Background: an optimization exercise with open tools, aiming at small area. Do not read the settings as production practice.
The RTL was checked by simulation tests, not by an equivalence proof against the original design.
The clock input has no modelled driver; a real chip could not lean on it and would need a root buffer or a full tree.
No activity file was given, so power comes from the tool's default toggle rates.

==> module parking_meter, before the edit <==
module parking_meter(clk, rst, rst1, rst2, add1, add2, add3, add4, led_seg, a1, a2, a3, a4, val1, val2, val3, val4);
    input clk, rst, rst1, rst2, add1, add2, add3, add4;
    output [6:0] led_seg;
    output a1, a2, a3, a4;
    output [3:0] val1, val2, val3, val4;
    reg [2:0] st;
    wire isadd = st[2];
    wire pre   = ~st[2] & st[1];
    wire run   = ~st[2] & ~st[1] & st[0];
    wire idle  = ~st[2] & ~st[1] & ~st[0];
    wire tick, zero, cnt0;
    wire expd = run & zero & cnt0;
    wire [3:0] d3, d2, d1, d0;
    wire anyadd = add1 | add2 | add3 | add4;
    wire [1:0] k = add1 ? 2'd0 : add2 ? 2'd1 : add3 ? 2'd2 : 2'd3;
    always @(posedge clk) begin
        if (rst) st <= 3'b000;
        else if (rst1) st <= 3'b010;
        else if (rst2) st <= 3'b011;
        else if (anyadd && !isadd) st <= {1'b1, k};
        else if (isadd || pre || (run && !expd)) st <= 3'b001;
        else st <= 3'b000;
    end
    pm_tick u_tick(.clk(clk), .rst(rst), .load1(pre), .load0(idle), .tick(tick), .cnt0(cnt0));
    pm_secs u_secs(.clk(clk), .rst(rst), .tick(tick), .pre(pre), .p150(st[0]), .isadd(isadd), .k(st[1:0]),
                   .d3(d3), .d2(d2), .d1(d1), .d0(d0), .zero(zero));
    pm_disp u_disp(.clk(clk), .rst(rst), .expd(expd), .zero(zero), .d3(d3), .d2(d2), .d1(d1), .d0(d0),
                   .led_seg(led_seg), .a1(a1), .a2(a2), .a3(a3), .a4(a4));
    assign val1 = d3;
    assign val2 = d2;
    assign val3 = d1;
    assign val4 = d0;
endmodule
==> module pm_tick, before the edit <==
module pm_tick(input clk, input rst, input load1, input load0, output tick, output cnt0);
    reg [6:0] cnt;
    assign tick = (cnt == 7'b1001011);
    assign cnt0 = cnt[0];
    always @(posedge clk) begin
        if (tick || load1) cnt <= 7'b0000000;
        else if (load0) cnt <= 7'b1000000;
        else cnt <= {cnt[5:0], ~(cnt[6] ^ cnt[5])};
    end
endmodule
==> module pm_disp, before the edit <==
module pm_disp(input clk, input rst, input expd, input zero, input [3:0] d3, input [3:0] d2,
               input [3:0] d1, input [3:0] d0, output [6:0] led_seg, output a1, output a2,
               output a3, output a4);
    reg [5:0] fc;
    reg fclk;
    wire fwrap = (fc == 6'b001001);
    always @(posedge clk) begin
        if (rst || expd || fwrap) fc <= 6'd0;
        else fc <= {fc[4:0], ~(fc[5] ^ fc[4])};
        if (rst) fclk <= 1'b1;
        else if (fwrap) fclk <= ~fclk;
    end
    wire lt180 = (d3 == 4'd0) && ((d2 == 4'd0) || (d2 == 4'd1 && !d1[3]));
    wire nblank = zero ? !fclk : (lt180 && d0[0]);
    reg [1:0] ap;                  
    reg first;                     
    reg blank;
    reg [3:0] dig;                 
    wire [1:0] ap_n = first ? 2'd0 : ap + 2'd1;
    wire [3:0] seld = ap_n[1] ? (ap_n[0] ? d0 : d1) : (ap_n[0] ? d2 : d3);
    always @(posedge clk) begin
        ap <= ap_n;
        first <= rst;
        blank <= nblank;
        if (!nblank) dig <= seld;
    end
    assign a1 = blank | (ap != 2'd0);
    assign a2 = blank | (ap != 2'd1);
    assign a3 = blank | (ap != 2'd2);
    assign a4 = blank | (ap != 2'd3);
    assign led_seg[0] = (~dig[1] & ~dig[2] & ~dig[3]) | (dig[0] & dig[1] & dig[2]);
    assign led_seg[1] = (dig[0] & ~dig[2] & ~dig[3]) | (dig[1] & ~dig[2]) | (dig[0] & dig[1]);
    assign led_seg[2] = dig[0] | (~dig[1] & dig[2]);
    assign led_seg[3] = (dig[0] & ~dig[1] & ~dig[2] & ~dig[3]) | (~dig[0] & ~dig[1] & dig[2]) | (dig[0] & dig[1] & dig[2]);
    assign led_seg[4] = ~dig[0] & dig[1] & ~dig[2];
    assign led_seg[5] = (dig[0] & ~dig[1] & dig[2]) | (~dig[0] & dig[1] & dig[2]);
    assign led_seg[6] = (dig[0] & ~dig[1] & ~dig[2] & ~dig[3]) | (~dig[0] & ~dig[1] & dig[2]);
endmodule
Settings: LEC_CHECK=0, CAP_MARGIN=20, CORE_AREA=2.3 2.72 57.5 57.12, DIE_AREA=0 0 59.88 59.88, SLEW_MARGIN=20; clock period 60.0 ns.
standard.sh (not shown) runs the stock make flow with config.mk's settings and CLKGATE_MAP_FILE= SYNTH_SCRIPT=/design/flow/synth_recipe.tcl, a recipe that flattens the netlist after the stock synthesis.
==> flow/flow/run.sh <==
#!/bin/bash
# ORFS layout via the standard.sh, with: several area-oriented ABC scripts (the smallest kept) and no adder
# extraction in synthesis (registers untouched), the smallest buffer on each port,
# and four clock buffers in place of ORFS's clock tree (flow/cts_pre.tcl).
set -euo pipefail
W=$(pwd)
export FLOW_WORK=$W
export PRE_CTS_TCL=$W/flow/cts_pre.tcl
bash standard.sh \
  SYNTH_SCRIPT=$W/flow/synth.tcl \
  BUFFER_PORTS_ARGS="-buffer_cell sky130_fd_sc_hd__buf_1" \
  finish > standard_flow.log 2>&1
Other scripts of this flow, unchanged in this note and not shown: flow/flow/area0.abc, flow/flow/area1.abc, flow/flow/area2.abc, flow/flow/area3.abc, flow/flow/area4.abc, flow/flow/area5.abc, flow/flow/area6.abc, flow/flow/area7.abc, flow/flow/areas6.abc, flow/flow/areas7.abc, flow/flow/areas8.abc, flow/flow/areas9.abc, flow/flow/clkbuf.tcl, flow/flow/cts_pre.tcl, flow/flow/synth.tcl
The first run passed the timing, design-rule and antenna checks.
Rerun with:
--- a/flow/design.v
+++ b/flow/design.v
@@ -9,5 +9,6 @@
     wire run   = ~st[2] & ~st[1] & st[0];
     wire idle  = ~st[2] & ~st[1] & ~st[0];
-    wire tick, zero, cnt0;
+    wire tick, zero, cnt0, cnt6;
+    wire first = idle & ~cnt6 & ~cnt0;
     wire expd = run & zero & cnt0;
     wire [3:0] d3, d2, d1, d0;
@@ -22,8 +23,8 @@
         else st <= 3'b000;
     end
-    pm_tick u_tick(.clk(clk), .rst(rst), .load1(pre), .load0(idle), .tick(tick), .cnt0(cnt0));
+    pm_tick u_tick(.clk(clk), .rst(rst), .load1(pre), .load0(idle), .tick(tick), .cnt0(cnt0), .cnt6(cnt6));
     pm_secs u_secs(.clk(clk), .rst(rst), .tick(tick), .pre(pre), .p150(st[0]), .isadd(isadd), .k(st[1:0]),
                    .d3(d3), .d2(d2), .d1(d1), .d0(d0), .zero(zero));
-    pm_disp u_disp(.clk(clk), .rst(rst), .expd(expd), .zero(zero), .d3(d3), .d2(d2), .d1(d1), .d0(d0),
+    pm_disp u_disp(.clk(clk), .rst(rst), .first(first), .expd(expd), .zero(zero), .d3(d3), .d2(d2), .d1(d1), .d0(d0),
                    .led_seg(led_seg), .a1(a1), .a2(a2), .a3(a3), .a4(a4));
     assign val1 = d3;
@@ -32,10 +33,11 @@
     assign val4 = d0;
 endmodule
-module pm_tick(input clk, input rst, input load1, input load0, output tick, output cnt0);
+module pm_tick(input clk, input rst, input load1, input load0, output tick, output cnt0, output cnt6);
     reg [6:0] cnt;
     assign tick = (cnt == 7'b1001011);
     assign cnt0 = cnt[0];
+    assign cnt6 = cnt[6];
     always @(posedge clk) begin
-        if (tick || load1) cnt <= 7'b0000000;
+        if (rst || tick || load1) cnt <= 7'b0000000;
         else if (load0) cnt <= 7'b1000000;
         else cnt <= {cnt[5:0], ~(cnt[6] ^ cnt[5])};
@@ -75,5 +77,5 @@
     end
 endmodule
-module pm_disp(input clk, input rst, input expd, input zero, input [3:0] d3, input [3:0] d2,
+module pm_disp(input clk, input rst, input first, input expd, input zero, input [3:0] d3, input [3:0] d2,
                input [3:0] d1, input [3:0] d0, output [6:0] led_seg, output a1, output a2,
                output a3, output a4);
@@ -90,5 +92,4 @@
     wire nblank = zero ? !fclk : (lt180 && d0[0]);
     reg [1:0] ap;                  
-    reg first;                     
     reg blank;
     reg [3:0] dig;                 
@@ -97,5 +98,4 @@
     always @(posedge clk) begin
         ap <= ap_n;
-        first <= rst;
         blank <= nblank;
         if (!nblank) dig <= seld;
=>
- The new run finished clean
- cell count goes up by 1.2%
- sequential cell count goes down by 1
- synthesized cell count goes up by 1.2%
- maximum frequency goes down by 0.67%
- global-route usage goes up by 1.1 points
- worst hold slack barely changes
- via count goes down by 2.8%
- final area goes down by 0.70%
- combinational power goes up by 150%
- critical path depth is unchanged
- power goes up by 39%
In every run of this note, the design's own scripts or RTL, not TritonCTS, make the clock network.

[what the ideal ports hide]
How much do the figures lean on ideal ports? The routed layouts below were timed once more, with nothing changed but the port constraints.
Step 1 assumes that a clkbuf_16 drives the clock port and a buf_2 every other input.
Step 2 times the ports against the registers' clock, not the clock port: input delays grow and output delays shrink by t, the midpoint of the rising clock arrivals with the driver on.
Slacks: ideal ports / drivers / drivers and shift; pairs: ideal ports / drivers.
run | t (ns) | setup slack, ns | hold WS [ns] | worst setup path at the end | latest minus earliest clock arrival (ns)
the first run | 0.212 | 46.548 / 46.503 / 46.715 | 0.440 / 0.440 / 0.440 | register to output | 0.022 / 0.022
the second run | 0.209 | 46.457 / 46.410 / 46.619 | 0.439 / 0.439 / 0.439 | register to output | 0.013 / 0.013
After both steps setup and hold are still met in every run listed.
